What follows belongs to an exercise in optimizing a design on an open flow for small area, a short achievable clock period and few clock cycles per item; a production flow would make more cautious choices.
Only simulation tests tie the RTL to the original design; equivalence was not proved.

==> flow/config.mk <==
export PLATFORM = sky130hd
export DESIGN_NAME = exponential
export DESIGN_NICKNAME = exponential
export VERILOG_FILES = /design/flow/design.v
export SDC_FILE = /design/flow/constraint.sdc
export NUM_CORES = 4
export LEC_CHECK = 0
export ABC_AREA = 1
export CAP_MARGIN = 20
export CORE_MARGIN = 2
export CORE_UTILIZATION = 50
export CTS_BUF_LIST = sky130_fd_sc_hd__clkbuf_4 sky130_fd_sc_hd__clkbuf_8
export PLACE_DENSITY = 0.65
export SETUP_SLACK_MARGIN = 3.5
export SLEW_MARGIN = 20
export SYNTH_HIERARCHICAL = 1
export SYNTH_MINIMUM_KEEP_SIZE = 0
==> flow/constraint.sdc <==
create_clock -name core_clock -period 9.0 [get_ports {clk}]
set_input_delay 1.8000 -clock core_clock [delete_from_list [all_inputs] [get_ports {clk}]]
set_output_delay 1.8000 -clock core_clock [all_outputs]
set_load 0.01 [all_outputs]
==> flow/design.v <==
module mul16(input [15:0] a, input [15:0] b, input [17:0] b3, output [15:0] hi);
	wire [16:0] b2 = {b, 1'b0};
	wire d0_1 = a[1:0] == 2'd1;
	wire d0_2 = a[1:0] == 2'd2;
	wire d0_3 = a[1:0] == 2'd3;
	wire pp1 = (d0_1 & b[0]) | (d0_2 & b2[0]) | (d0_3 & b3[0]);
	wire pp2 = (d0_1 & b[1]) | (d0_2 & b2[1]) | (d0_3 & b3[1]);
	wire pp3 = (d0_1 & b[2]) | (d0_2 & b2[2]) | (d0_3 & b3[2]);
	wire pp4 = (d0_1 & b[3]) | (d0_2 & b2[3]) | (d0_3 & b3[3]);
	wire pp5 = (d0_1 & b[4]) | (d0_2 & b2[4]) | (d0_3 & b3[4]);
	wire pp6 = (d0_1 & b[5]) | (d0_2 & b2[5]) | (d0_3 & b3[5]);
	wire pp7 = (d0_1 & b[6]) | (d0_2 & b2[6]) | (d0_3 & b3[6]);
	wire pp8 = (d0_1 & b[7]) | (d0_2 & b2[7]) | (d0_3 & b3[7]);
	wire pp9 = (d0_1 & b[8]) | (d0_2 & b2[8]) | (d0_3 & b3[8]);
	wire pp10 = (d0_1 & b[9]) | (d0_2 & b2[9]) | (d0_3 & b3[9]);
	wire pp11 = (d0_1 & b[10]) | (d0_2 & b2[10]) | (d0_3 & b3[10]);
	wire pp12 = (d0_1 & b[11]) | (d0_2 & b2[11]) | (d0_3 & b3[11]);
	wire pp13 = (d0_1 & b[12]) | (d0_2 & b2[12]) | (d0_3 & b3[12]);
	wire pp14 = (d0_1 & b[13]) | (d0_2 & b2[13]) | (d0_3 & b3[13]);
	wire pp15 = (d0_1 & b[14]) | (d0_2 & b2[14]) | (d0_3 & b3[14]);
	wire pp16 = (d0_1 & b[15]) | (d0_2 & b2[15]) | (d0_3 & b3[15]);
	wire pp17 = (d0_2 & b2[16]) | (d0_3 & b3[16]);
	wire pp18 = (d0_3 & b3[17]);
	wire d1_1 = a[3:2] == 2'd1;
	wire d1_2 = a[3:2] == 2'd2;
	wire d1_3 = a[3:2] == 2'd3;
	wire pp19 = (d1_1 & b[0]) | (d1_2 & b2[0]) | (d1_3 & b3[0]);
	wire pp20 = (d1_1 & b[1]) | (d1_2 & b2[1]) | (d1_3 & b3[1]);
	wire pp21 = (d1_1 & b[2]) | (d1_2 & b2[2]) | (d1_3 & b3[2]);
	wire pp22 = (d1_1 & b[3]) | (d1_2 & b2[3]) | (d1_3 & b3[3]);
	wire pp23 = (d1_1 & b[4]) | (d1_2 & b2[4]) | (d1_3 & b3[4]);
	wire pp24 = (d1_1 & b[5]) | (d1_2 & b2[5]) | (d1_3 & b3[5]);
	wire pp25 = (d1_1 & b[6]) | (d1_2 & b2[6]) | (d1_3 & b3[6]);
	wire pp26 = (d1_1 & b[7]) | (d1_2 & b2[7]) | (d1_3 & b3[7]);
	wire pp27 = (d1_1 & b[8]) | (d1_2 & b2[8]) | (d1_3 & b3[8]);
	wire pp28 = (d1_1 & b[9]) | (d1_2 & b2[9]) | (d1_3 & b3[9]);
	wire pp29 = (d1_1 & b[10]) | (d1_2 & b2[10]) | (d1_3 & b3[10]);
	wire pp30 = (d1_1 & b[11]) | (d1_2 & b2[11]) | (d1_3 & b3[11]);
	wire pp31 = (d1_1 & b[12]) | (d1_2 & b2[12]) | (d1_3 & b3[12]);
	wire pp32 = (d1_1 & b[13]) | (d1_2 & b2[13]) | (d1_3 & b3[13]);
	wire pp33 = (d1_1 & b[14]) | (d1_2 & b2[14]) | (d1_3 & b3[14]);
	wire pp34 = (d1_1 & b[15]) | (d1_2 & b2[15]) | (d1_3 & b3[15]);
	wire pp35 = (d1_2 & b2[16]) | (d1_3 & b3[16]);
	wire pp36 = (d1_3 & b3[17]);
	wire d2_1 = a[5:4] == 2'd1;
	wire d2_2 = a[5:4] == 2'd2;
	wire d2_3 = a[5:4] == 2'd3;
	wire pp37 = (d2_1 & b[0]) | (d2_2 & b2[0]) | (d2_3 & b3[0]);
	wire pp38 = (d2_1 & b[1]) | (d2_2 & b2[1]) | (d2_3 & b3[1]);
	wire pp39 = (d2_1 & b[2]) | (d2_2 & b2[2]) | (d2_3 & b3[2]);
	wire pp40 = (d2_1 & b[3]) | (d2_2 & b2[3]) | (d2_3 & b3[3]);
	wire pp41 = (d2_1 & b[4]) | (d2_2 & b2[4]) | (d2_3 & b3[4]);
	wire pp42 = (d2_1 & b[5]) | (d2_2 & b2[5]) | (d2_3 & b3[5]);
	wire pp43 = (d2_1 & b[6]) | (d2_2 & b2[6]) | (d2_3 & b3[6]);
	wire pp44 = (d2_1 & b[7]) | (d2_2 & b2[7]) | (d2_3 & b3[7]);
	wire pp45 = (d2_1 & b[8]) | (d2_2 & b2[8]) | (d2_3 & b3[8]);
	wire pp46 = (d2_1 & b[9]) | (d2_2 & b2[9]) | (d2_3 & b3[9]);
	wire pp47 = (d2_1 & b[10]) | (d2_2 & b2[10]) | (d2_3 & b3[10]);
	wire pp48 = (d2_1 & b[11]) | (d2_2 & b2[11]) | (d2_3 & b3[11]);
	wire pp49 = (d2_1 & b[12]) | (d2_2 & b2[12]) | (d2_3 & b3[12]);
	wire pp50 = (d2_1 & b[13]) | (d2_2 & b2[13]) | (d2_3 & b3[13]);
	wire pp51 = (d2_1 & b[14]) | (d2_2 & b2[14]) | (d2_3 & b3[14]);
	wire pp52 = (d2_1 & b[15]) | (d2_2 & b2[15]) | (d2_3 & b3[15]);
	wire pp53 = (d2_2 & b2[16]) | (d2_3 & b3[16]);
	wire pp54 = (d2_3 & b3[17]);
	wire d3_1 = a[7:6] == 2'd1;
	wire d3_2 = a[7:6] == 2'd2;
	wire d3_3 = a[7:6] == 2'd3;
	wire pp55 = (d3_1 & b[0]) | (d3_2 & b2[0]) | (d3_3 & b3[0]);
	wire pp56 = (d3_1 & b[1]) | (d3_2 & b2[1]) | (d3_3 & b3[1]);
	wire pp57 = (d3_1 & b[2]) | (d3_2 & b2[2]) | (d3_3 & b3[2]);
	wire pp58 = (d3_1 & b[3]) | (d3_2 & b2[3]) | (d3_3 & b3[3]);
	wire pp59 = (d3_1 & b[4]) | (d3_2 & b2[4]) | (d3_3 & b3[4]);
	wire pp60 = (d3_1 & b[5]) | (d3_2 & b2[5]) | (d3_3 & b3[5]);
	wire pp61 = (d3_1 & b[6]) | (d3_2 & b2[6]) | (d3_3 & b3[6]);
	wire pp62 = (d3_1 & b[7]) | (d3_2 & b2[7]) | (d3_3 & b3[7]);
	wire pp63 = (d3_1 & b[8]) | (d3_2 & b2[8]) | (d3_3 & b3[8]);
	wire pp64 = (d3_1 & b[9]) | (d3_2 & b2[9]) | (d3_3 & b3[9]);
	wire pp65 = (d3_1 & b[10]) | (d3_2 & b2[10]) | (d3_3 & b3[10]);
	wire pp66 = (d3_1 & b[11]) | (d3_2 & b2[11]) | (d3_3 & b3[11]);
	wire pp67 = (d3_1 & b[12]) | (d3_2 & b2[12]) | (d3_3 & b3[12]);
	wire pp68 = (d3_1 & b[13]) | (d3_2 & b2[13]) | (d3_3 & b3[13]);
	wire pp69 = (d3_1 & b[14]) | (d3_2 & b2[14]) | (d3_3 & b3[14]);
	wire pp70 = (d3_1 & b[15]) | (d3_2 & b2[15]) | (d3_3 & b3[15]);
	wire pp71 = (d3_2 & b2[16]) | (d3_3 & b3[16]);
	wire pp72 = (d3_3 & b3[17]);
	wire d4_1 = a[9:8] == 2'd1;
	wire d4_2 = a[9:8] == 2'd2;
	wire d4_3 = a[9:8] == 2'd3;
	wire pp73 = (d4_1 & b[0]) | (d4_2 & b2[0]) | (d4_3 & b3[0]);
	wire pp74 = (d4_1 & b[1]) | (d4_2 & b2[1]) | (d4_3 & b3[1]);
	wire pp75 = (d4_1 & b[2]) | (d4_2 & b2[2]) | (d4_3 & b3[2]);
	wire pp76 = (d4_1 & b[3]) | (d4_2 & b2[3]) | (d4_3 & b3[3]);
	wire pp77 = (d4_1 & b[4]) | (d4_2 & b2[4]) | (d4_3 & b3[4]);
	wire pp78 = (d4_1 & b[5]) | (d4_2 & b2[5]) | (d4_3 & b3[5]);
	wire pp79 = (d4_1 & b[6]) | (d4_2 & b2[6]) | (d4_3 & b3[6]);
	wire pp80 = (d4_1 & b[7]) | (d4_2 & b2[7]) | (d4_3 & b3[7]);
	wire pp81 = (d4_1 & b[8]) | (d4_2 & b2[8]) | (d4_3 & b3[8]);
	wire pp82 = (d4_1 & b[9]) | (d4_2 & b2[9]) | (d4_3 & b3[9]);
	wire pp83 = (d4_1 & b[10]) | (d4_2 & b2[10]) | (d4_3 & b3[10]);
	wire pp84 = (d4_1 & b[11]) | (d4_2 & b2[11]) | (d4_3 & b3[11]);
	wire pp85 = (d4_1 & b[12]) | (d4_2 & b2[12]) | (d4_3 & b3[12]);
	wire pp86 = (d4_1 & b[13]) | (d4_2 & b2[13]) | (d4_3 & b3[13]);
	wire pp87 = (d4_1 & b[14]) | (d4_2 & b2[14]) | (d4_3 & b3[14]);
	wire pp88 = (d4_1 & b[15]) | (d4_2 & b2[15]) | (d4_3 & b3[15]);
	wire pp89 = (d4_2 & b2[16]) | (d4_3 & b3[16]);
	wire pp90 = (d4_3 & b3[17]);
	wire d5_1 = a[11:10] == 2'd1;
	wire d5_2 = a[11:10] == 2'd2;
	wire d5_3 = a[11:10] == 2'd3;
	wire pp91 = (d5_1 & b[0]) | (d5_2 & b2[0]) | (d5_3 & b3[0]);
	wire pp92 = (d5_1 & b[1]) | (d5_2 & b2[1]) | (d5_3 & b3[1]);
	wire pp93 = (d5_1 & b[2]) | (d5_2 & b2[2]) | (d5_3 & b3[2]);
	wire pp94 = (d5_1 & b[3]) | (d5_2 & b2[3]) | (d5_3 & b3[3]);
	wire pp95 = (d5_1 & b[4]) | (d5_2 & b2[4]) | (d5_3 & b3[4]);
	wire pp96 = (d5_1 & b[5]) | (d5_2 & b2[5]) | (d5_3 & b3[5]);
	wire pp97 = (d5_1 & b[6]) | (d5_2 & b2[6]) | (d5_3 & b3[6]);
	wire pp98 = (d5_1 & b[7]) | (d5_2 & b2[7]) | (d5_3 & b3[7]);
	wire pp99 = (d5_1 & b[8]) | (d5_2 & b2[8]) | (d5_3 & b3[8]);
	wire pp100 = (d5_1 & b[9]) | (d5_2 & b2[9]) | (d5_3 & b3[9]);
	wire pp101 = (d5_1 & b[10]) | (d5_2 & b2[10]) | (d5_3 & b3[10]);
	wire pp102 = (d5_1 & b[11]) | (d5_2 & b2[11]) | (d5_3 & b3[11]);
	wire pp103 = (d5_1 & b[12]) | (d5_2 & b2[12]) | (d5_3 & b3[12]);
	wire pp104 = (d5_1 & b[13]) | (d5_2 & b2[13]) | (d5_3 & b3[13]);
	wire pp105 = (d5_1 & b[14]) | (d5_2 & b2[14]) | (d5_3 & b3[14]);
	wire pp106 = (d5_1 & b[15]) | (d5_2 & b2[15]) | (d5_3 & b3[15]);
	wire pp107 = (d5_2 & b2[16]) | (d5_3 & b3[16]);
	wire pp108 = (d5_3 & b3[17]);
	wire d6_1 = a[13:12] == 2'd1;
	wire d6_2 = a[13:12] == 2'd2;
	wire d6_3 = a[13:12] == 2'd3;
	wire pp109 = (d6_1 & b[0]) | (d6_2 & b2[0]) | (d6_3 & b3[0]);
	wire pp110 = (d6_1 & b[1]) | (d6_2 & b2[1]) | (d6_3 & b3[1]);
	wire pp111 = (d6_1 & b[2]) | (d6_2 & b2[2]) | (d6_3 & b3[2]);
	wire pp112 = (d6_1 & b[3]) | (d6_2 & b2[3]) | (d6_3 & b3[3]);
	wire pp113 = (d6_1 & b[4]) | (d6_2 & b2[4]) | (d6_3 & b3[4]);
	wire pp114 = (d6_1 & b[5]) | (d6_2 & b2[5]) | (d6_3 & b3[5]);
	wire pp115 = (d6_1 & b[6]) | (d6_2 & b2[6]) | (d6_3 & b3[6]);
	wire pp116 = (d6_1 & b[7]) | (d6_2 & b2[7]) | (d6_3 & b3[7]);
	wire pp117 = (d6_1 & b[8]) | (d6_2 & b2[8]) | (d6_3 & b3[8]);
	wire pp118 = (d6_1 & b[9]) | (d6_2 & b2[9]) | (d6_3 & b3[9]);
	wire pp119 = (d6_1 & b[10]) | (d6_2 & b2[10]) | (d6_3 & b3[10]);
	wire pp120 = (d6_1 & b[11]) | (d6_2 & b2[11]) | (d6_3 & b3[11]);
	wire pp121 = (d6_1 & b[12]) | (d6_2 & b2[12]) | (d6_3 & b3[12]);
	wire pp122 = (d6_1 & b[13]) | (d6_2 & b2[13]) | (d6_3 & b3[13]);
	wire pp123 = (d6_1 & b[14]) | (d6_2 & b2[14]) | (d6_3 & b3[14]);
	wire pp124 = (d6_1 & b[15]) | (d6_2 & b2[15]) | (d6_3 & b3[15]);
	wire pp125 = (d6_2 & b2[16]) | (d6_3 & b3[16]);
	wire pp126 = (d6_3 & b3[17]);
	wire d7_1 = a[15:14] == 2'd1;
	wire d7_2 = a[15:14] == 2'd2;
	wire d7_3 = a[15:14] == 2'd3;
	wire pp127 = (d7_1 & b[0]) | (d7_2 & b2[0]) | (d7_3 & b3[0]);
	wire pp128 = (d7_1 & b[1]) | (d7_2 & b2[1]) | (d7_3 & b3[1]);
	wire pp129 = (d7_1 & b[2]) | (d7_2 & b2[2]) | (d7_3 & b3[2]);
	wire pp130 = (d7_1 & b[3]) | (d7_2 & b2[3]) | (d7_3 & b3[3]);
	wire pp131 = (d7_1 & b[4]) | (d7_2 & b2[4]) | (d7_3 & b3[4]);
	wire pp132 = (d7_1 & b[5]) | (d7_2 & b2[5]) | (d7_3 & b3[5]);
	wire pp133 = (d7_1 & b[6]) | (d7_2 & b2[6]) | (d7_3 & b3[6]);
	wire pp134 = (d7_1 & b[7]) | (d7_2 & b2[7]) | (d7_3 & b3[7]);
	wire pp135 = (d7_1 & b[8]) | (d7_2 & b2[8]) | (d7_3 & b3[8]);
	wire pp136 = (d7_1 & b[9]) | (d7_2 & b2[9]) | (d7_3 & b3[9]);
	wire pp137 = (d7_1 & b[10]) | (d7_2 & b2[10]) | (d7_3 & b3[10]);
	wire pp138 = (d7_1 & b[11]) | (d7_2 & b2[11]) | (d7_3 & b3[11]);
	wire pp139 = (d7_1 & b[12]) | (d7_2 & b2[12]) | (d7_3 & b3[12]);
	wire pp140 = (d7_1 & b[13]) | (d7_2 & b2[13]) | (d7_3 & b3[13]);
	wire pp141 = (d7_1 & b[14]) | (d7_2 & b2[14]) | (d7_3 & b3[14]);
	wire pp142 = (d7_1 & b[15]) | (d7_2 & b2[15]) | (d7_3 & b3[15]);
	wire pp143 = (d7_2 & b2[16]) | (d7_3 & b3[16]);
	wire pp144 = (d7_3 & b3[17]);
	wire s145 = pp13 ^ pp29;
	wire c146 = pp13 & pp29;
	wire s147, c148;
	fa us147(pp14, pp30, pp46, s147, c148);
	wire s149, c150;
	fa us149(pp15, pp31, pp47, s149, c150);
	wire s151 = pp63 ^ pp79;
	wire c152 = pp63 & pp79;
	wire s153, c154;
	fa us153(pp16, pp32, pp48, s153, c154);
	wire s155, c156;
	fa us155(pp64, pp80, pp96, s155, c156);
	wire s157, c158;
	fa us157(pp17, pp33, pp49, s157, c158);
	wire s159, c160;
	fa us159(pp65, pp81, pp97, s159, c160);
	wire s161, c162;
	fa us161(pp18, pp34, pp50, s161, c162);
	wire s163, c164;
	fa us163(pp66, pp82, pp98, s163, c164);
	wire s165, c166;
	fa us165(pp35, pp51, pp67, s165, c166);
	wire s167 = pp83 ^ pp99;
	wire c168 = pp83 & pp99;
	wire s169, c170;
	fa us169(pp36, pp52, pp68, s169, c170);
	wire s171 = pp84 ^ pp100;
	wire c172 = pp84 & pp100;
	wire s173, c174;
	fa us173(pp53, pp69, pp85, s173, c174);
	wire s175 = pp54 ^ pp70;
	wire c176 = pp54 & pp70;
	wire s177 = pp9 ^ pp25;
	wire c178 = pp9 & pp25;
	wire s179, c180;
	fa us179(pp10, pp26, pp42, s179, c180);
	wire s181, c182;
	fa us181(pp11, pp27, pp43, s181, c182);
	wire s183 = pp59 ^ pp75;
	wire c184 = pp59 & pp75;
	wire s185, c186;
	fa us185(pp12, pp28, pp44, s185, c186);
	wire s187, c188;
	fa us187(pp60, pp76, pp92, s187, c188);
	wire s189, c190;
	fa us189(s145, pp45, pp61, s189, c190);
	wire s191, c192;
	fa us191(pp77, pp93, pp109, s191, c192);
	wire s193, c194;
	fa us193(c146, s147, pp62, s193, c194);
	wire s195, c196;
	fa us195(pp78, pp94, pp110, s195, c196);
	wire s197, c198;
	fa us197(c148, s149, s151, s197, c198);
	wire s199, c200;
	fa us199(pp95, pp111, pp127, s199, c200);
	wire s201, c202;
	fa us201(c150, c152, s153, s201, c202);
	wire s203, c204;
	fa us203(s155, pp112, pp128, s203, c204);
	wire s205, c206;
	fa us205(c154, c156, s157, s205, c206);
	wire s207, c208;
	fa us207(s159, pp113, pp129, s207, c208);
	wire s209, c210;
	fa us209(c158, c160, s161, s209, c210);
	wire s211, c212;
	fa us211(s163, pp114, pp130, s211, c212);
	wire s213, c214;
	fa us213(c162, c164, s165, s213, c214);
	wire s215, c216;
	fa us215(s167, pp115, pp131, s215, c216);
	wire s217, c218;
	fa us217(c166, c168, s169, s217, c218);
	wire s219, c220;
	fa us219(s171, pp116, pp132, s219, c220);
	wire s221, c222;
	fa us221(c170, c172, s173, s221, c222);
	wire s223, c224;
	fa us223(pp101, pp117, pp133, s223, c224);
	wire s225, c226;
	fa us225(c174, s175, pp86, s225, c226);
	wire s227, c228;
	fa us227(pp102, pp118, pp134, s227, c228);
	wire s229, c230;
	fa us229(c176, pp71, pp87, s229, c230);
	wire s231, c232;
	fa us231(pp103, pp119, pp135, s231, c232);
	wire s233, c234;
	fa us233(pp72, pp88, pp104, s233, c234);
	wire s235 = pp120 ^ pp136;
	wire c236 = pp120 & pp136;
	wire s237, c238;
	fa us237(pp89, pp105, pp121, s237, c238);
	wire s239 = pp90 ^ pp106;
	wire c240 = pp90 & pp106;
	wire s241 = pp7 ^ pp23;
	wire c242 = pp7 & pp23;
	wire s243, c244;
	fa us243(pp8, pp24, pp40, s243, c244);
	wire s245, c246;
	fa us245(s177, pp41, pp57, s245, c246);
	wire s247, c248;
	fa us247(c178, s179, pp58, s247, c248);
	wire s249, c250;
	fa us249(c180, s181, s183, s249, c250);
	wire s251, c252;
	fa us251(c182, c184, s185, s251, c252);
	wire s253, c254;
	fa us253(c186, c188, s189, s253, c254);
	wire s255, c256;
	fa us255(c190, c192, s193, s255, c256);
	wire s257, c258;
	fa us257(c194, c196, s197, s257, c258);
	wire s259, c260;
	fa us259(c198, c200, s201, s259, c260);
	wire s261, c262;
	fa us261(c202, c204, s205, s261, c262);
	wire s263, c264;
	fa us263(c206, c208, s209, s263, c264);
	wire s265, c266;
	fa us265(c210, c212, s213, s265, c266);
	wire s267, c268;
	fa us267(c214, c216, s217, s267, c268);
	wire s269, c270;
	fa us269(c218, c220, s221, s269, c270);
	wire s271, c272;
	fa us271(c222, c224, s225, s271, c272);
	wire s273, c274;
	fa us273(c226, c228, s229, s273, c274);
	wire s275, c276;
	fa us275(c230, c232, s233, s275, c276);
	wire s277, c278;
	fa us277(c234, c236, s237, s277, c278);
	wire s279, c280;
	fa us279(c238, s239, pp122, s279, c280);
	wire s281, c282;
	fa us281(c240, pp107, pp123, s281, c282);
	wire s283 = pp108 ^ pp124;
	wire c284 = pp108 & pp124;
	wire s285 = pp5 ^ pp21;
	wire c286 = pp5 & pp21;
	wire s287, c288;
	fa us287(pp6, pp22, pp38, s287, c288);
	wire s289, c290;
	fa us289(s241, pp39, pp55, s289, c290);
	wire s291, c292;
	fa us291(c242, s243, pp56, s291, c292);
	wire s293, c294;
	fa us293(c244, s245, pp73, s293, c294);
	wire s295, c296;
	fa us295(c246, s247, pp74, s295, c296);
	wire s297, c298;
	fa us297(c248, s249, pp91, s297, c298);
	wire s299, c300;
	fa us299(c250, s251, s187, s299, c300);
	wire s301, c302;
	fa us301(c252, s253, s191, s301, c302);
	wire s303, c304;
	fa us303(c254, s255, s195, s303, c304);
	wire s305, c306;
	fa us305(c256, s257, s199, s305, c306);
	wire s307, c308;
	fa us307(c258, s259, s203, s307, c308);
	wire s309, c310;
	fa us309(c260, s261, s207, s309, c310);
	wire s311, c312;
	fa us311(c262, s263, s211, s311, c312);
	wire s313, c314;
	fa us313(c264, s265, s215, s313, c314);
	wire s315, c316;
	fa us315(c266, s267, s219, s315, c316);
	wire s317, c318;
	fa us317(c268, s269, s223, s317, c318);
	wire s319, c320;
	fa us319(c270, s271, s227, s319, c320);
	wire s321, c322;
	fa us321(c272, s273, s231, s321, c322);
	wire s323, c324;
	fa us323(c274, s275, s235, s323, c324);
	wire s325, c326;
	fa us325(c276, s277, pp137, s325, c326);
	wire s327, c328;
	fa us327(c278, s279, pp138, s327, c328);
	wire s329, c330;
	fa us329(c280, s281, pp139, s329, c330);
	wire s331, c332;
	fa us331(c282, s283, pp140, s331, c332);
	wire s333, c334;
	fa us333(c284, pp125, pp141, s333, c334);
	wire s335 = pp126 ^ pp142;
	wire c336 = pp126 & pp142;
	wire [31:0] ra = {pp144, c336, c334, c332, c330, c328, c326, c324, c322, c320, c318, c316, c314, c312, c310, c308, c306, c304, c302, c300, c298, c296, c294, c292, c290, c288, c286, s285, pp4, pp3, pp2, pp1};
	wire [31:0] rb = {1'b0, pp143, s335, s333, s331, s329, s327, s325, s323, s321, s319, s317, s315, s313, s311, s309, s307, s305, s303, s301, s299, s297, s295, s293, s291, s289, s287, pp37, pp20, pp19, 1'b0, 1'b0};
	wire [31:0] pp_ = ra ^ rb;
	wire [31:0] gg_ = ra & rb;
	wire G1 = gg_[1] | (pp_[1] & gg_[0]);
	wire P1 = pp_[1] & pp_[0];
	wire G2 = gg_[3] | (pp_[3] & gg_[2]);
	wire P2 = pp_[3] & pp_[2];
	wire G3 = gg_[5] | (pp_[5] & gg_[4]);
	wire P3 = pp_[5] & pp_[4];
	wire G4 = gg_[7] | (pp_[7] & gg_[6]);
	wire P4 = pp_[7] & pp_[6];
	wire G5 = gg_[9] | (pp_[9] & gg_[8]);
	wire P5 = pp_[9] & pp_[8];
	wire G6 = gg_[11] | (pp_[11] & gg_[10]);
	wire P6 = pp_[11] & pp_[10];
	wire G7 = gg_[13] | (pp_[13] & gg_[12]);
	wire P7 = pp_[13] & pp_[12];
	wire G8 = gg_[15] | (pp_[15] & gg_[14]);
	wire P8 = pp_[15] & pp_[14];
	wire G9 = gg_[17] | (pp_[17] & gg_[16]);
	wire P9 = pp_[17] & pp_[16];
	wire G10 = gg_[19] | (pp_[19] & gg_[18]);
	wire P10 = pp_[19] & pp_[18];
	wire G11 = gg_[21] | (pp_[21] & gg_[20]);
	wire P11 = pp_[21] & pp_[20];
	wire G12 = gg_[23] | (pp_[23] & gg_[22]);
	wire P12 = pp_[23] & pp_[22];
	wire G13 = gg_[25] | (pp_[25] & gg_[24]);
	wire P13 = pp_[25] & pp_[24];
	wire G14 = gg_[27] | (pp_[27] & gg_[26]);
	wire P14 = pp_[27] & pp_[26];
	wire G15 = gg_[29] | (pp_[29] & gg_[28]);
	wire P15 = pp_[29] & pp_[28];
	wire G16 = gg_[31] | (pp_[31] & gg_[30]);
	wire P16 = pp_[31] & pp_[30];
	wire G17 = G2 | (P2 & G1);
	wire P17 = P2 & P1;
	wire G18 = G4 | (P4 & G3);
	wire P18 = P4 & P3;
	wire G19 = G6 | (P6 & G5);
	wire P19 = P6 & P5;
	wire G20 = G8 | (P8 & G7);
	wire P20 = P8 & P7;
	wire G21 = G10 | (P10 & G9);
	wire P21 = P10 & P9;
	wire G22 = G12 | (P12 & G11);
	wire P22 = P12 & P11;
	wire G23 = G14 | (P14 & G13);
	wire P23 = P14 & P13;
	wire G24 = G16 | (P16 & G15);
	wire P24 = P16 & P15;
	wire G25 = G18 | (P18 & G17);
	wire P25 = P18 & P17;
	wire G26 = G20 | (P20 & G19);
	wire P26 = P20 & P19;
	wire G27 = G22 | (P22 & G21);
	wire P27 = P22 & P21;
	wire G28 = G24 | (P24 & G23);
	wire P28 = P24 & P23;
	wire G29 = G26 | (P26 & G25);
	wire P29 = P26 & P25;
	wire G30 = G28 | (P28 & G27);
	wire P30 = P28 & P27;
	wire G31 = G30 | (P30 & G29);
	wire P31 = P30 & P29;
	wire G32 = G27 | (P27 & G29);
	wire P32 = P27 & P29;
	wire G33 = G19 | (P19 & G25);
	wire P33 = P19 & P25;
	wire G34 = G21 | (P21 & G29);
	wire P34 = P21 & P29;
	wire G35 = G23 | (P23 & G32);
	wire P35 = P23 & P32;
	wire G36 = G3 | (P3 & G17);
	wire P36 = P3 & P17;
	wire G37 = G5 | (P5 & G25);
	wire P37 = P5 & P25;
	wire G38 = G7 | (P7 & G33);
	wire P38 = P7 & P33;
	wire G39 = G9 | (P9 & G29);
	wire P39 = P9 & P29;
	wire G40 = G11 | (P11 & G34);
	wire P40 = P11 & P34;
	wire G41 = G13 | (P13 & G32);
	wire P41 = P13 & P32;
	wire G42 = G15 | (P15 & G35);
	wire P42 = P15 & P35;
	wire G43 = gg_[2] | (pp_[2] & G1);
	wire P43 = pp_[2] & P1;
	wire G44 = gg_[4] | (pp_[4] & G17);
	wire P44 = pp_[4] & P17;
	wire G45 = gg_[6] | (pp_[6] & G36);
	wire P45 = pp_[6] & P36;
	wire G46 = gg_[8] | (pp_[8] & G25);
	wire P46 = pp_[8] & P25;
	wire G47 = gg_[10] | (pp_[10] & G37);
	wire P47 = pp_[10] & P37;
	wire G48 = gg_[12] | (pp_[12] & G33);
	wire P48 = pp_[12] & P33;
	wire G49 = gg_[14] | (pp_[14] & G38);
	wire P49 = pp_[14] & P38;
	wire G50 = gg_[16] | (pp_[16] & G29);
	wire P50 = pp_[16] & P29;
	wire G51 = gg_[18] | (pp_[18] & G39);
	wire P51 = pp_[18] & P39;
	wire G52 = gg_[20] | (pp_[20] & G34);
	wire P52 = pp_[20] & P34;
	wire G53 = gg_[22] | (pp_[22] & G40);
	wire P53 = pp_[22] & P40;
	wire G54 = gg_[24] | (pp_[24] & G32);
	wire P54 = pp_[24] & P32;
	wire G55 = gg_[26] | (pp_[26] & G41);
	wire P55 = pp_[26] & P41;
	wire G56 = gg_[28] | (pp_[28] & G35);
	wire P56 = pp_[28] & P35;
	wire G57 = gg_[30] | (pp_[30] & G42);
	wire P57 = pp_[30] & P42;
	assign hi = pp_[31:16] ^ {G57, G42, G56, G35, G55, G41, G54, G32, G53, G40, G52, G34, G51, G39, G50, G29};
endmodule
module fa(input a, b, c, output s, co);
	assign s = a ^ b ^ c;
	assign co = (a & b) | (a & c) | (b & c);
endmodule
module exponential(input clk, rst, start, input [15:0] _x, output done,
                   output [1:0] intpart, output [15:0] fracpart);
	reg [3:0] st;           
	reg idle;               
	reg sh0, sh1, sh2;      
	reg term;               
	reg [15:0] b, t;
	reg [17:0] b3;          
	reg [17:0] r;
	reg [6:0] u6;            
	wire go = idle & start;
	wire [3:0] nst = go ? 4'd1 : (idle | st == 4'd9) ? 4'd0 : st + 4'd1;
	always @(posedge clk or posedge rst) begin
		if (rst) begin
			st   <= 4'd0;
			idle <= 1'b1;
			sh0  <= 1'b0;
			sh1  <= 1'b0;
			sh2  <= 1'b0;
		end else begin
			st   <= nst;
			idle <= (nst == 4'd0);
			sh0  <= (nst != 4'd0) & (nst != 4'd1) & (nst != 4'd4);
			sh1  <= (nst == 4'd1);                                
			sh2  <= (nst == 4'd4);                                
		end
	end
	always @(posedge clk) begin
		term <= (nst == 4'd1) | (nst == 4'd2) | (nst == 4'd4) |
		        (nst == 4'd5) | (nst == 4'd7) | (nst == 4'd9);  
	end
	reg [15:0] bn;
	always @(*) begin
		case (nst)
			4'd3:    bn = 16'h5555;
			4'd6:    bn = 16'h3333;
			4'd8:    bn = 16'h2AAA;
			default: bn = _x;
		endcase
	end
	wire [17:0] x3_a = {2'b00, _x};
	wire [17:0] x3_b = {1'b0, _x, 1'b0};
	wire [17:0] x3_p = x3_a ^ x3_b;
	wire [17:0] x3_g = x3_a & x3_b;
	wire x3_G1 = x3_g[1] | (x3_p[1] & x3_g[0]);
	wire x3_P1 = x3_p[1] & x3_p[0];
	wire x3_G2 = x3_g[3] | (x3_p[3] & x3_g[2]);
	wire x3_P2 = x3_p[3] & x3_p[2];
	wire x3_G3 = x3_g[5] | (x3_p[5] & x3_g[4]);
	wire x3_P3 = x3_p[5] & x3_p[4];
	wire x3_G4 = x3_g[7] | (x3_p[7] & x3_g[6]);
	wire x3_P4 = x3_p[7] & x3_p[6];
	wire x3_G5 = x3_g[9] | (x3_p[9] & x3_g[8]);
	wire x3_P5 = x3_p[9] & x3_p[8];
	wire x3_G6 = x3_g[11] | (x3_p[11] & x3_g[10]);
	wire x3_P6 = x3_p[11] & x3_p[10];
	wire x3_G7 = x3_g[13] | (x3_p[13] & x3_g[12]);
	wire x3_P7 = x3_p[13] & x3_p[12];
	wire x3_G8 = x3_g[15] | (x3_p[15] & x3_g[14]);
	wire x3_P8 = x3_p[15] & x3_p[14];
	wire x3_G9 = x3_g[17] | (x3_p[17] & x3_g[16]);
	wire x3_P9 = x3_p[17] & x3_p[16];
	wire x3_G10 = x3_G2 | (x3_P2 & x3_G1);
	wire x3_P10 = x3_P2 & x3_P1;
	wire x3_G11 = x3_G4 | (x3_P4 & x3_G3);
	wire x3_P11 = x3_P4 & x3_P3;
	wire x3_G12 = x3_G6 | (x3_P6 & x3_G5);
	wire x3_P12 = x3_P6 & x3_P5;
	wire x3_G13 = x3_G8 | (x3_P8 & x3_G7);
	wire x3_P13 = x3_P8 & x3_P7;
	wire x3_G14 = x3_G11 | (x3_P11 & x3_G10);
	wire x3_P14 = x3_P11 & x3_P10;
	wire x3_G15 = x3_G13 | (x3_P13 & x3_G12);
	wire x3_P15 = x3_P13 & x3_P12;
	wire x3_G16 = x3_G15 | (x3_P15 & x3_G14);
	wire x3_P16 = x3_P15 & x3_P14;
	wire x3_G17 = x3_G12 | (x3_P12 & x3_G14);
	wire x3_P17 = x3_P12 & x3_P14;
	wire x3_G18 = x3_G3 | (x3_P3 & x3_G10);
	wire x3_P18 = x3_P3 & x3_P10;
	wire x3_G19 = x3_G5 | (x3_P5 & x3_G14);
	wire x3_P19 = x3_P5 & x3_P14;
	wire x3_G20 = x3_G7 | (x3_P7 & x3_G17);
	wire x3_P20 = x3_P7 & x3_P17;
	wire x3_G21 = x3_G9 | (x3_P9 & x3_G16);
	wire x3_P21 = x3_P9 & x3_P16;
	wire x3_G22 = x3_g[2] | (x3_p[2] & x3_G1);
	wire x3_P22 = x3_p[2] & x3_P1;
	wire x3_G23 = x3_g[4] | (x3_p[4] & x3_G10);
	wire x3_P23 = x3_p[4] & x3_P10;
	wire x3_G24 = x3_g[6] | (x3_p[6] & x3_G18);
	wire x3_P24 = x3_p[6] & x3_P18;
	wire x3_G25 = x3_g[8] | (x3_p[8] & x3_G14);
	wire x3_P25 = x3_p[8] & x3_P14;
	wire x3_G26 = x3_g[10] | (x3_p[10] & x3_G19);
	wire x3_P26 = x3_p[10] & x3_P19;
	wire x3_G27 = x3_g[12] | (x3_p[12] & x3_G17);
	wire x3_P27 = x3_p[12] & x3_P17;
	wire x3_G28 = x3_g[14] | (x3_p[14] & x3_G20);
	wire x3_P28 = x3_p[14] & x3_P20;
	wire x3_G29 = x3_g[16] | (x3_p[16] & x3_G16);
	wire x3_P29 = x3_p[16] & x3_P16;
	wire [17:0] x3 = x3_p ^ {x3_G29, x3_G16, x3_G28, x3_G20, x3_G27, x3_G17, x3_G26, x3_G19, x3_G25, x3_G14, x3_G24, x3_G18, x3_G23, x3_G10, x3_G22, x3_G1, x3_g[0], 1'b0};
	reg [17:0] bn3;
	always @(*) begin
		case (nst)
			4'd3:    bn3 = 18'h0FFFF;    
			4'd6:    bn3 = 18'h09999;    
			4'd8:    bn3 = 18'h07FFE;    
			default: bn3 = x3;
		endcase
	end
	always @(posedge clk)
		b3 <= bn3;
	wire [15:0] ph;                      
	mul16 mul(.a(t), .b(b), .b3(b3), .hi(ph));
	wire [15:0] tn = ({16{sh0}} & ph) | ({16{sh1}} & {1'b0, ph[15:1]}) |
	                 ({16{sh2}} & {2'b00, ph[15:2]}) | ({16{idle}} & t1);
	wire [15:0] t1;
	assign t1[0] = ~g_dec[16].z & _x[0];
	genvar k;
	generate
		for (k = 1; k <= 16; k = k + 1) begin : g_dec
			wire z;
			if (k == 1) begin : g_first
				assign z = 1'b1;
			end else begin : g_next
				assign z = g_dec[k-1].z & ~_x[k-1];
			end
		end
		for (k = 1; k <= 15; k = k + 1) begin : g_t1
			assign t1[k] = ~g_dec[16].z & (_x[k] ^ g_dec[k].z);
		end
	endgenerate
	reg [3:0] t7;
	always @(*) begin
		if (u6 >= 7'd85) t7 = 4'd12;
		else if (u6 >= 7'd78) t7 = 4'd11;
		else if (u6 >= 7'd71) t7 = 4'd10;
		else if (u6 >= 7'd64) t7 = 4'd9;
		else if (u6 >= 7'd57) t7 = 4'd8;
		else if (u6 >= 7'd50) t7 = 4'd7;
		else if (u6 >= 7'd43) t7 = 4'd6;
		else if (u6 >= 7'd36) t7 = 4'd5;
		else if (u6 >= 7'd29) t7 = 4'd4;
		else if (u6 >= 7'd22) t7 = 4'd3;
		else if (u6 >= 7'd15) t7 = 4'd2;
		else if (u6 >= 7'd8) t7 = 4'd1;
		else t7 = 4'd0;
	end
	reg t8;
	wire [15:0] addb = idle ? {12'd0, t7} : t;
	wire cin = idle & t8;
	wire [18:0] ra_a = {r, cin};
	wire [18:0] ra_b = {2'b00, addb, cin};
	wire [18:0] ra_p = ra_a ^ ra_b;
	wire [18:0] ra_g = ra_a & ra_b;
	wire ra_G1 = ra_g[1] | (ra_p[1] & ra_g[0]);
	wire ra_P1 = ra_p[1] & ra_p[0];
	wire ra_G2 = ra_g[3] | (ra_p[3] & ra_g[2]);
	wire ra_P2 = ra_p[3] & ra_p[2];
	wire ra_G3 = ra_g[5] | (ra_p[5] & ra_g[4]);
	wire ra_P3 = ra_p[5] & ra_p[4];
	wire ra_G4 = ra_g[7] | (ra_p[7] & ra_g[6]);
	wire ra_P4 = ra_p[7] & ra_p[6];
	wire ra_G5 = ra_g[9] | (ra_p[9] & ra_g[8]);
	wire ra_P5 = ra_p[9] & ra_p[8];
	wire ra_G6 = ra_g[11] | (ra_p[11] & ra_g[10]);
	wire ra_P6 = ra_p[11] & ra_p[10];
	wire ra_G7 = ra_g[13] | (ra_p[13] & ra_g[12]);
	wire ra_P7 = ra_p[13] & ra_p[12];
	wire ra_G8 = ra_g[15] | (ra_p[15] & ra_g[14]);
	wire ra_P8 = ra_p[15] & ra_p[14];
	wire ra_G9 = ra_g[17] | (ra_p[17] & ra_g[16]);
	wire ra_P9 = ra_p[17] & ra_p[16];
	wire ra_G10 = ra_G2 | (ra_P2 & ra_G1);
	wire ra_P10 = ra_P2 & ra_P1;
	wire ra_G11 = ra_G4 | (ra_P4 & ra_G3);
	wire ra_P11 = ra_P4 & ra_P3;
	wire ra_G12 = ra_G6 | (ra_P6 & ra_G5);
	wire ra_P12 = ra_P6 & ra_P5;
	wire ra_G13 = ra_G8 | (ra_P8 & ra_G7);
	wire ra_P13 = ra_P8 & ra_P7;
	wire ra_G14 = ra_G11 | (ra_P11 & ra_G10);
	wire ra_P14 = ra_P11 & ra_P10;
	wire ra_G15 = ra_G13 | (ra_P13 & ra_G12);
	wire ra_P15 = ra_P13 & ra_P12;
	wire ra_G16 = ra_G15 | (ra_P15 & ra_G14);
	wire ra_P16 = ra_P15 & ra_P14;
	wire ra_G17 = ra_G12 | (ra_P12 & ra_G14);
	wire ra_P17 = ra_P12 & ra_P14;
	wire ra_G18 = ra_G3 | (ra_P3 & ra_G10);
	wire ra_P18 = ra_P3 & ra_P10;
	wire ra_G19 = ra_G5 | (ra_P5 & ra_G14);
	wire ra_P19 = ra_P5 & ra_P14;
	wire ra_G20 = ra_G7 | (ra_P7 & ra_G17);
	wire ra_P20 = ra_P7 & ra_P17;
	wire ra_G21 = ra_G9 | (ra_P9 & ra_G16);
	wire ra_P21 = ra_P9 & ra_P16;
	wire ra_G22 = ra_g[2] | (ra_p[2] & ra_G1);
	wire ra_P22 = ra_p[2] & ra_P1;
	wire ra_G23 = ra_g[4] | (ra_p[4] & ra_G10);
	wire ra_P23 = ra_p[4] & ra_P10;
	wire ra_G24 = ra_g[6] | (ra_p[6] & ra_G18);
	wire ra_P24 = ra_p[6] & ra_P18;
	wire ra_G25 = ra_g[8] | (ra_p[8] & ra_G14);
	wire ra_P25 = ra_p[8] & ra_P14;
	wire ra_G26 = ra_g[10] | (ra_p[10] & ra_G19);
	wire ra_P26 = ra_p[10] & ra_P19;
	wire ra_G27 = ra_g[12] | (ra_p[12] & ra_G17);
	wire ra_P27 = ra_p[12] & ra_P17;
	wire ra_G28 = ra_g[14] | (ra_p[14] & ra_G20);
	wire ra_P28 = ra_p[14] & ra_P20;
	wire ra_G29 = ra_g[16] | (ra_p[16] & ra_G16);
	wire ra_P29 = ra_p[16] & ra_P16;
	wire ra_G30 = ra_g[18] | (ra_p[18] & ra_G21);
	wire ra_P30 = ra_p[18] & ra_P21;
	wire [18:0] rs0 = ra_p ^ {ra_G21, ra_G29, ra_G16, ra_G28, ra_G20, ra_G27, ra_G17, ra_G26, ra_G19, ra_G25, ra_G14, ra_G24, ra_G18, ra_G23, ra_G10, ra_G22, ra_G1, ra_g[0], 1'b0};
	wire [17:0] racc = rs0[18:1];
	always @(posedge clk) begin
		b <= bn;
		t <= tn;                     
		if (st == 4'd9) begin        
			u6 <= tn[6:0];           
			t8 <= b >= 16'd62481;    
		end
		if (go)
			r <= 18'h0FFFF;
		else if (term)
			r <= racc;
	end
	assign done = idle;
	assign {intpart, fracpart} = racc;
endmodule
==> flow/run.sh <==
#!/bin/bash
# synth_recipe.tcl (not shown) runs the flow's synth.tcl, then flattens the netlist and writes it again
# the make line also repeats each setting of config.mk as NAME=value (left out here)
make -C /OpenROAD-flow-scripts/flow DESIGN_CONFIG=/design/flow/config.mk WORK_HOME=/design/flow/orfs CLKGATE_MAP_FILE= SYNTH_SCRIPT=/design/flow/synth_recipe.tcl finish
==> notes.md, run 1 <==
# TYPE chip_impl_metric gauge
chip_impl_metric{name="yosysUniqueCellTypes",unit=""} 54
chip_impl_metric{name="layout_min_cycle_time",unit="ns"} 5.41
chip_impl_metric{name="worst_skew_pair.late_latency",unit="ns"} 0.36
chip_impl_metric{name="globalRouteTotalUtil",unit=""} 0.303
chip_impl_metric{name="avg_wl_per_cell",unit="µm"} 20.9
chip_impl_metric{name="clock.fmax",unit="MHz"} 185
chip_impl_metric{name="placement_rows",unit=""} 50
chip_impl_metric{name="grt_max_degree",unit=""} 21
chip_impl_metric{name="htreeDepth",unit=""} 3
chip_impl_metric{name="core_area",unit="µm²"} 18800
chip_impl_metric{name="synth-seq-area-share",unit=""} 0.186
chip_impl_metric{name="clock_path_buffers",unit=""} 2
chip_impl_metric{name="wire_length_of_the_first_global_routing_pass",unit="µm"} 47700
chip_impl_metric{name="detailroute.via_count",unit=""} 8987
chip_impl_info{name="timing.critical_path.slowest_stage_cell",value="edfxtp_1"} 1
chip_impl_metric{name="postSynthNetCount",unit=""} 1384
chip_impl_metric{name="synthCells",unit=""} 1173
chip_impl_info{name="most-common-layout-cells",value="nand2_1 (297), inv_1 (122), o221ai_1 (115), fa_1 (106), ha_1 (84)"} 1
chip_impl_info{name="tritoncts",value="yes"} 1
chip_impl_metric{name="start_util",unit=""} 0.513
chip_impl_info{name="rsz0062_at_grt",value="yes"} 1
chip_impl_metric{name="detail_route.vias_per_cell",unit=""} 6.17
chip_impl_metric{name="worst_ep_arrival_time",unit="ns"} 3.61
chip_impl_metric{name="maxCapViolCount",unit=""} 0
chip_impl_metric{name="io-pin-count",unit=""} 38
chip_impl_metric{name="gp_congestion",unit=""} 0.909
chip_impl_info{name="setup.worst_path.start_class",value="flip-flop"} 1
chip_impl_metric{name="timing.setup.tns",unit="ns"} 0
chip_impl_metric{name="number_of_clock_buffers_inserted_by_tritoncts",unit=""} 9
chip_impl_info{name="timing_worst_setup_path_type",value="flip-flop to output pin"} 1
chip_impl_metric{name="final_clock_period_utilization_by_the_worst_path",unit=""} 0.601
chip_impl_metric{name="port-buffer-count",unit=""} 37
chip_impl_info{name="cts_root_buffer",value="clkbuf_8"} 1
chip_impl_metric{name="path_clk_slew",unit="ns"} 0.09
chip_impl_metric{name="synthesis.yosys.warnings",unit=""} 7
chip_impl_info{name="worstHoldPathType",value="flip-flop to flip-flop"} 1
chip_impl_metric{name="max_stage_delay",unit="ns"} 0.48
chip_impl_metric{name="synthArstFlopShare",unit=""} 0.0952
chip_impl_metric{name="synthesis.area_per_instance",unit="µm²"} 8.24
chip_impl_metric{name="maxSlewViolCount",unit=""} 0
chip_impl_info{name="synth_flop_cell",value="dfxtp_1"} 1
chip_impl_metric{name="report.final.hold_viol_count",unit=""} 0
chip_impl_metric{name="dr.pass1.iters",unit=""} 6
chip_impl_metric{name="count_of_flip_flops_with_a_built_in_enable_after_synthesis",unit=""} 8
chip_impl_metric{name="synthesized_area",unit="µm²"} 9670
chip_impl_metric{name="post_detail_place_hpwl",unit="µm"} 22900
chip_impl_metric{name="die_w",unit="µm"} 143
chip_impl_metric{name="first_global_vias",unit=""} 8692
chip_impl_metric{name="detail_route.iter0.violations",unit=""} 937
chip_impl_metric{name="drive_above_1_share",unit=""} 0.122
chip_impl_info{name="run_status",value="finished clean"} 1
chip_impl_metric{name="drc_errors",unit=""} 0
chip_impl_metric{name="cp_data_required_time",unit="ns"} 7.20
chip_impl_metric{name="nNetsFinal",unit=""} 1402
chip_impl_metric{name="overflow",unit=""} 0
chip_impl_metric{name="antenna_cells_inserted",unit=""} 0
chip_impl_metric{name="synth-seq-cells",unit=""} 84
chip_impl_info{name="final_common_cell",value="nand2_1"} 1
chip_impl_metric{name="antenna_left",unit=""} 0
chip_impl_metric{name="tightestPinTransition",unit="ns"} 1.19
chip_impl_info{name="worstPathCellList",value="inv_1 > nand2_1 > o31ai_1 > nand2_1 > nand2_1 > nand2_1 > nand2_1 > nand2_1 > nand2_1 > nand2_2 > fa_2 > nand3_2 > nand3_2 > nand2_2 > a21oi_2 > or2_4 > a31o_4 > fa_1 > xor2_1 > buf_2"} 1
chip_impl_metric{name="route.final.wire_length",unit="µm"} 30400
chip_impl_info{name="endpoint_kind",value="output pin"} 1
chip_impl_metric{name="clock_sinks",unit=""} 84
chip_impl_metric{name="areaGrowthSynthToFinish",unit="%"} 10.9
chip_impl_metric{name="ctsHoldBuffers",unit=""} 0
chip_impl_metric{name="die_height",unit="µm"} 143
chip_impl_metric{name="fin_skew",unit="ns"} 0.0121
chip_impl_metric{name="die_area",unit="µm²"} 20500
chip_impl_metric{name="report.final.setup_viol",unit=""} 0
chip_impl_metric{name="initial_antenna_violation_count",unit=""} 0
chip_impl_info{name="cp_common_cell",value="nand2_1"} 1
chip_impl_metric{name="maxSlewHeadroom",unit=""} 0.201
chip_impl_metric{name="crit_path_max_fanout",unit=""} 5
Yosys stat by module, one instance, submodules excluded:
module       flip-flops and latches  cells
mul16                             0    508
exponential                      84    582
fa                                0      1
cell usage after synthesis (all sizes together), types with 2 or more instances:
cell type  instances  area share
clkbuf            44       0.017
a21o               4      0.0031
nor2              64       0.030
dfrtp              7       0.018
edfxtp             8       0.025
o211ai             3      0.0023
a31o               5      0.0045
inv              134       0.053
xnor2              9      0.0082
dfxtp             68        0.14
nand3b             2      0.0016
o31ai              2      0.0016
o21bai             2      0.0016
xor2              15       0.014
o22ai              8      0.0052
ha                85        0.11
o221ai           118        0.11
fa               107        0.22
o21ai             39       0.023
a21oi             37       0.020
nand3             35       0.022
buf                7      0.0056
nand2            329        0.13
nand4              7      0.0045
clkinv             4      0.0026
or2                4      0.0026
nor3               5      0.0026
o2111ai           14       0.013
per-stage QoR:
stage | setup slack (ns) | hold WS [ns] | instance area (µm²) | utilization | cells
2_1_floorplan | 4.07 | 0.448 | 9670 | - | 1173
3_3_place_gp | 3.16 | 0.457 | 10200 | 0.541 | 1425
3_5_place_dp | 3.17 | 0.469 | 10200 | 0.541 | 1425
4_1_cts | 3.38 | 0.492 | 10500 | 0.556 | 1448
5_1_grt | 3.34 | 0.516 | 10700 | 0.569 | 1456
6_report | 3.59 | 0.489 | 10700 | 0.569 | 1456
sequential cells by signal (all words and copies together) (netlist names), 4 cells and up:
signal / count
r: 18
t: 16
st: 4
b: 15
b3: 18
u6: 7
per-layer routing:
metal,track usage,part of all wire,vias to the layer above
met5,0,0,-
met4,0.130,0.044,0
met3,0.0647,0.084,122
met2,0.472,0.46,550
met1,0.408,0.41,4245
li1,-,-,4070
area by class of cell:
cell class	instances	area, µm²
Tap cell	260	325
Clock buffer	9	124
Timing Repair Buffer	58	526
Clock inverter	7	81.3
Sequential cell	84	1840
Multi-Input combinational cell	900	7290
Fill cell	1745	8110
Inverter	138	539
cell families (layout without fill, tap and decap cells):
family / after synthesis / in the layout / share of synthesized area
XOR/XNOR: 24 / 24 / 0.0217
AO/OA/AOI/OAI: 238 / 238 / 0.185
AND/OR/NAND/NOR: 446 / 446 / 0.197
flip-flops: 84 / 84 / 0.186
adder cells (fa/ha/maj): 192 / 192 / 0.332
buffers and inverters: 189 / 212 / 0.0780
final timing paths:
kind                       startpoint           end  slack, ns  depth (start not counted)
setup reg to reg                 t[3]         u6[6]       3.71                         22
setup / recovery                u6[4]  fracpart[14]       3.59                         20
min in group asynchronous         rst         st[0]       1.66                          2
hold reg to reg                  r[6]          r[6]       0.49                          2
max in group asynchronous         rst          idle       7.06                          2
hold / removal                   r[6]          r[6]       0.49                          2
critical path, delay by kind of cell (launching register included):
kind | cells | cell delay [ns]
and+or+nand+nor | 12 | 1.02
xor gates and xnor gates | 1 | 0.17
buffers and inverters | 2 | 0.34
DFF | 1 | 0.48
adders and majority gates | 2 | 0.78
AOI/OAI and AO/OA | 3 | 0.46
what timing repair did:
action                     in CTS  in global routing
pin swaps                       3                 17
setup endpoints to repair      24                 37
buffers inserted                7                  8
gates resized for setup        25                 71
gates cloned                    0                  0
Testbench counts, summed over its fixed seeds: cycles 12,006, items 1,200.
==> run 2, diff against run 1 <==
--- a/flow/design.v
+++ b/flow/design.v
@@ -493,7 +493,6 @@
 	reg [15:0] b, t;
 	reg [17:0] b3;          
 	reg [17:0] r;
-	reg [6:0] u6;            
 	wire go = idle & start;
 	wire [3:0] nst = go ? 4'd1 : (idle | st == 4'd9) ? 4'd0 : st + 4'd1;
 	always @(posedge clk or posedge rst) begin
@@ -618,6 +617,7 @@
 			assign t1[k] = ~g_dec[16].z & (_x[k] ^ g_dec[k].z);
 		end
 	endgenerate
+	wire [6:0] u6 = t[6:0];
 	reg [3:0] t7;
 	always @(*) begin
 		if (u6 >= 7'd85) t7 = 4'd12;
@@ -634,7 +634,7 @@
 		else if (u6 >= 7'd8) t7 = 4'd1;
 		else t7 = 4'd0;
 	end
-	reg t8;
+	wire t8 = b >= 16'd62481;
 	wire [15:0] addb = idle ? {12'd0, t7} : t;
 	wire cin = idle & t8;
 	wire [18:0] ra_a = {r, cin};
@@ -704,12 +704,11 @@
 	wire [18:0] rs0 = ra_p ^ {ra_G21, ra_G29, ra_G16, ra_G28, ra_G20, ra_G27, ra_G17, ra_G26, ra_G19, ra_G25, ra_G14, ra_G24, ra_G18, ra_G23, ra_G10, ra_G22, ra_G1, ra_g[0], 1'b0};
 	wire [17:0] racc = rs0[18:1];
 	always @(posedge clk) begin
-		b <= bn;
-		t <= tn;                     
-		if (st == 4'd9) begin        
-			u6 <= tn[6:0];           
-			t8 <= b >= 16'd62481;    
+		if (go | !idle) begin
+			b <= bn;
+			t[6:0] <= tn[6:0];
 		end
+		t[15:7] <= tn[15:7];         
 		if (go)
 			r <= 18'h0FFFF;
 		else if (term)
--- a/flow/config.mk
+++ b/flow/config.mk
@@ -8,9 +8,8 @@
 export ABC_AREA = 1
 export CAP_MARGIN = 20
 export CORE_MARGIN = 2
-export CORE_UTILIZATION = 50
-export CTS_BUF_LIST = sky130_fd_sc_hd__clkbuf_4 sky130_fd_sc_hd__clkbuf_8
-export PLACE_DENSITY = 0.65
+export CORE_UTILIZATION = 40
+export PLACE_DENSITY = 0.6
 export SETUP_SLACK_MARGIN = 3.5
 export SLEW_MARGIN = 20
 export SYNTH_HIERARCHICAL = 1
==> notes.md, run 2 <==
# TYPE chip_impl_metric gauge
chip_impl_metric{name="die_w",unit="µm"} 159
chip_impl_metric{name="synthDominantCellAreaShare",unit=""} 0.223
chip_impl_metric{name="worst_skew_pair.late_latency",unit="ns"} 0.34
chip_impl_metric{name="gp_congestion",unit=""} 0.971
chip_impl_metric{name="nNetsFinal",unit=""} 1452
chip_impl_metric{name="drc_errors",unit=""} 0
chip_impl_metric{name="maxSlewViolCount",unit=""} 0
chip_impl_metric{name="worst_ep_arrival_time",unit="ns"} 3.71
chip_impl_metric{name="synth-seq-area-share",unit=""} 0.188
chip_impl_metric{name="final_clock_period_utilization_by_the_worst_path",unit=""} 0.612
chip_impl_info{name="hold-path-endpoint",value="r[10]"} 1
chip_impl_metric{name="detail_route.iter0.violations",unit=""} 960
chip_impl_metric{name="synth-seq-cells",unit=""} 77
chip_impl_metric{name="antenna_left",unit=""} 0
chip_impl_metric{name="worst_hold_slack",unit="ns"} 0.483
chip_impl_info{name="timing.rr.end",value="t[8]"} 1
chip_impl_metric{name="number_of_clock_buffers_inserted_by_tritoncts",unit=""} 9
chip_impl_info{name="tritoncts",value="yes"} 1
chip_impl_metric{name="synthArstFlopShare",unit=""} 0.104
chip_impl_metric{name="die_height",unit="µm"} 159
chip_impl_info{name="final_common_cell",value="nand2_1"} 1
chip_impl_info{name="endpoint_kind",value="output pin"} 1
chip_impl_info{name="worstHoldPathType",value="flip-flop to flip-flop"} 1
chip_impl_metric{name="port-buffer-count",unit=""} 37
chip_impl_metric{name="initial_antenna_violation_count",unit=""} 0
chip_impl_metric{name="clock_sinks",unit=""} 77
chip_impl_metric{name="max_stage_delay",unit="ns"} 0.41
chip_impl_metric{name="fin_skew",unit="ns"} 0.00829
chip_impl_metric{name="synthesis.area_per_instance",unit="µm²"} 8.26
chip_impl_metric{name="dr.pass1.iters",unit=""} 6
chip_impl_metric{name="layout_min_cycle_time",unit="ns"} 5.51
chip_impl_info{name="synth_flop_cell",value="dfxtp_1"} 1
chip_impl_metric{name="io-pin-count",unit=""} 38
chip_impl_metric{name="timing.setup.tns",unit="ns"} 0
chip_impl_metric{name="synthesis.yosys.warnings",unit=""} 7
chip_impl_info{name="timing.rr.start",value="t[6]"} 1
chip_impl_info{name="most_instantiated_library_cell_after_synthesis",value="nand2_1"} 1
chip_impl_metric{name="antenna_cells_inserted",unit=""} 0
chip_impl_metric{name="grt_max_degree",unit=""} 24
chip_impl_info{name="min-delay-start",value="r[10]"} 1
chip_impl_info{name="timing.critical_path.slowest_stage_cell",value="edfxtp_1"} 1
chip_impl_metric{name="die_area",unit="µm²"} 25300
chip_impl_metric{name="start_util",unit=""} 0.409
chip_impl_info{name="synth.area.top_cells",value="fa_1 (22%), nand2_1 (11%), ha_1 (11%), o221ai_1 (11%), dfxtp_1 (9.6%)"} 1
chip_impl_metric{name="avg_wl_per_cell",unit="µm"} 20.9
chip_impl_metric{name="placement_rows",unit=""} 56
chip_impl_metric{name="overflow",unit=""} 0
chip_impl_metric{name="first_global_vias",unit=""} 8838
chip_impl_metric{name="filler_cell_count",unit=""} 2316
chip_impl_metric{name="cp_data_required_time",unit="ns"} 7.20
chip_impl_metric{name="crit_path_max_fanout",unit=""} 5
chip_impl_metric{name="count_of_flip_flops_with_a_built_in_enable_after_synthesis",unit=""} 23
chip_impl_metric{name="reg2reg_slack",unit="ns"} 3.52
chip_impl_info{name="setup.worst_path.start_class",value="flip-flop"} 1
chip_impl_metric{name="maxSlewHeadroom",unit=""} 0.498
chip_impl_metric{name="route.final.wire_length",unit="µm"} 32700
chip_impl_info{name="run_status",value="finished clean"} 1
chip_impl_info{name="synth.top_cells.by_count",value="nand2_1 (289), inv_1 (130), o221ai_1 (119), fa_1 (107), ha_1 (85)"} 1
chip_impl_metric{name="drive_above_1_share",unit=""} 0.174
chip_impl_info{name="worstPathCellList",value="buf_4 > inv_2 > nand2_1 > o31ai_2 > nand2_1 > nand2_1 > nand2_1 > nand2_1 > nand2_1 > nand2_1 > nand2_2 > fa_2 > nand3_2 > nand3_2 > nand2_2 > a21oi_1 > or2_4 > a31o_2 > fa_2 > xor2_2 > clkbuf_2"} 1
chip_impl_metric{name="path_clk_slew",unit="ns"} 0.06
chip_impl_metric{name="clock.fmax",unit="MHz"} 182
chip_impl_info{name="timing_worst_setup_path_type",value="flip-flop to output pin"} 1
chip_impl_info{name="synth_top_area_cell",value="fa_1"} 1
chip_impl_info{name="cts_root_buffer",value="clkbuf_16"} 1
chip_impl_metric{name="htreeDepth",unit=""} 3
chip_impl_metric{name="detailroute.via_count",unit=""} 9150
chip_impl_metric{name="areaGrowthSynthToFinish",unit="%"} 19.0
chip_impl_metric{name="yosysUniqueCellTypes",unit=""} 51
chip_impl_info{name="largestRegisters",value="b3: 18 flops, r: 18 flops"} 1
chip_impl_metric{name="tightestPinTransition",unit="ns"} 0.751
chip_impl_metric{name="detail_route.vias_per_cell",unit=""} 5.85
chip_impl_metric{name="maxCapViolCount",unit=""} 0
chip_impl_info{name="rsz0062_at_grt",value="yes"} 1
chip_impl_metric{name="report.final.hold_viol_count",unit=""} 0
chip_impl_info{name="most-common-layout-cells",value="nand2_1 (273), inv_1 (120), o221ai_1 (105), fa_1 (97), ha_1 (84)"} 1
chip_impl_metric{name="min_delay_path_depth",unit=""} 2
chip_impl_metric{name="wire_length_of_the_first_global_routing_pass",unit="µm"} 50400
chip_impl_metric{name="globalRouteTotalUtil",unit=""} 0.253
chip_impl_metric{name="synthCells",unit=""} 1165
chip_impl_metric{name="core_area",unit="µm²"} 23500
chip_impl_metric{name="synthesized_area",unit="µm²"} 9630
chip_impl_metric{name="report.final.setup_viol",unit=""} 0
chip_impl_metric{name="worstRegToRegCells",unit=""} 25
chip_impl_metric{name="post_detail_place_hpwl",unit="µm"} 23800
chip_impl_info{name="cp_common_cell",value="nand2_1"} 1
chip_impl_metric{name="clock_path_buffers",unit=""} 2
chip_impl_metric{name="postSynthNetCount",unit=""} 1376
==> run 2: changes by cell type in the layout (fill, tap and decap cells not counted), moves of 8 or more <==
cell       change
a21oi_1       +10
o2111ai_1      -8
o221ai_2       +9
o221ai_1      -10
nand2_1       -24
o21ai_0       +12
clkbuf_8       -9
clkbuf_16      +9
dfxtp_2       -14
fa_2           +9
buf_4         +58
edfxtp_1      +15
fa_1           -9
==> run 2: worst max-delay path by stage <==
stage          start      endpoint  slack [ns]  cells after the start
2_1_floorplan   t[5]          t[5]        3.84                     23
3_3_place_gp    t[5]          t[5]        2.84                     24
3_5_place_dp    t[3]          t[5]        2.92                     22
4_1_cts         t[4]  fracpart[14]        3.36                     22
5_1_grt         t[2]  fracpart[14]        3.24                     21
6_report        t[2]  fracpart[14]        3.49                     21
==> run 2: layer usage <==
metal | part of all wire | track usage
met4 | 0.053 | 0.105
met3 | 0.089 | 0.0620
met1 | 0.41 | 0.335
met5 | 0 | 0
met2 | 0.45 | 0.397
==> run 2: timing repair <==
action                                  CTS  global route
gates cloned                              0             1
hold buffers                              0             0
hold endpoints to repair                  0             0
resized for setup                        64            62
endpoints found under the setup margin   31            31
pin swaps                                 7            17
buffers inserted                         48            24
==> run 2: layout make-up <==
type | count | area (µm²) | area share
repair buffers | 114 | 953 | 0.0833
clock buffers | 9 | 225 | 0.0197
repair inverters | 1 | 5.00 | 0.000437
clock inverters | 7 | 55.1 | 0.00481
inverters | 139 | 547 | 0.0477
multi-input cells | 899 | 7450 | 0.651
flip-flops and latches | 77 | 1820 | 0.159
well taps | 319 | 399 | 0.0349
==> run 2: critical path, delay by kind of cell (launching register included) <==
kind	cells	cell delay (ns)
compound gates	3	0.52
xor+xnor	1	0.16
fa+ha+maj	2	0.80
buf+inv	3	0.44
flops	1	0.41
simple gates	12	1.05
==> run 2: logic make-up after synthesis <==
| logic type | count (synthesis) | share of synthesized area |
|---|---|---|
| adders and majority gates | 192 | 0.333 |
| xor gates and xnor gates | 25 | 0.0227 |
| buffers and inverters | 189 | 0.0776 |
| DFF | 77 | 0.188 |
| and+or+nand+nor | 431 | 0.189 |
| AOI/OAI and AO/OA | 251 | 0.189 |
==> run 2: modules after synthesis, one instance, submodules excluded <==
| module | area [µm²] | times used | cells inside |
|---|---|---|---|
| exponential | 4820 | 1 | 574 |
| mul16 | 3150 | 1 | 508 |
| fa | 20.0 | 83 | 1 |
==> run 2: per-stage QoR <==
step | cells | util | cell area, µm² | setup WS (ns)
detailed placement | 1476 | 0.434 | 10200 | 2.92
global route | 1565 | 0.486 | 11500 | 3.24
global placement | 1476 | 0.434 | 10200 | 2.84
finish | 1565 | 0.486 | 11500 | 3.49
CTS | 1540 | 0.470 | 11100 | 3.36
floorplan | 1165 | - | 9630 | 3.84
Testbench counts of run 2, summed over its fixed seeds: cycles 12,006, items 1,200.

afterwards: timing with drivers on the ports:
In the flow no input, the clock included, has a driving cell. The finished layouts below were timed again as built, in two steps. Step 1 sets driving cells, clkbuf_16 on the clock port and buf_2 on the other inputs (assumed; they add their load-dependent delay and slew). Step 2, shift: input delay + t, output delay - t, t = (earliest + latest rising clock arrival at the registers) / 2. This alone moves slack from input paths to output paths. Slacks: no drivers / after step 1 / after step 2; pairs: no drivers / after step 1.
| run | shift t [ns] | slack for setup (ns) | hold WS [ns] | worst setup path at the end | worst slew at a driven data input, ns |
|---|---|---|---|---|---|
| run 1 | 0.393 | 3.587 / 3.552 / 3.378 | 0.489 / 0.489 / 0.489 | input to register | 0.03 |
| run 2 | 0.371 | 3.494 / 3.459 / 3.431 | 0.483 / 0.483 / 0.483 | input to register | 0.04 |
After both steps every run listed still meets setup and hold. The setup slack of run 1, which loses most, moves by -0.035 ns with the drivers and by -0.209 ns with both steps.
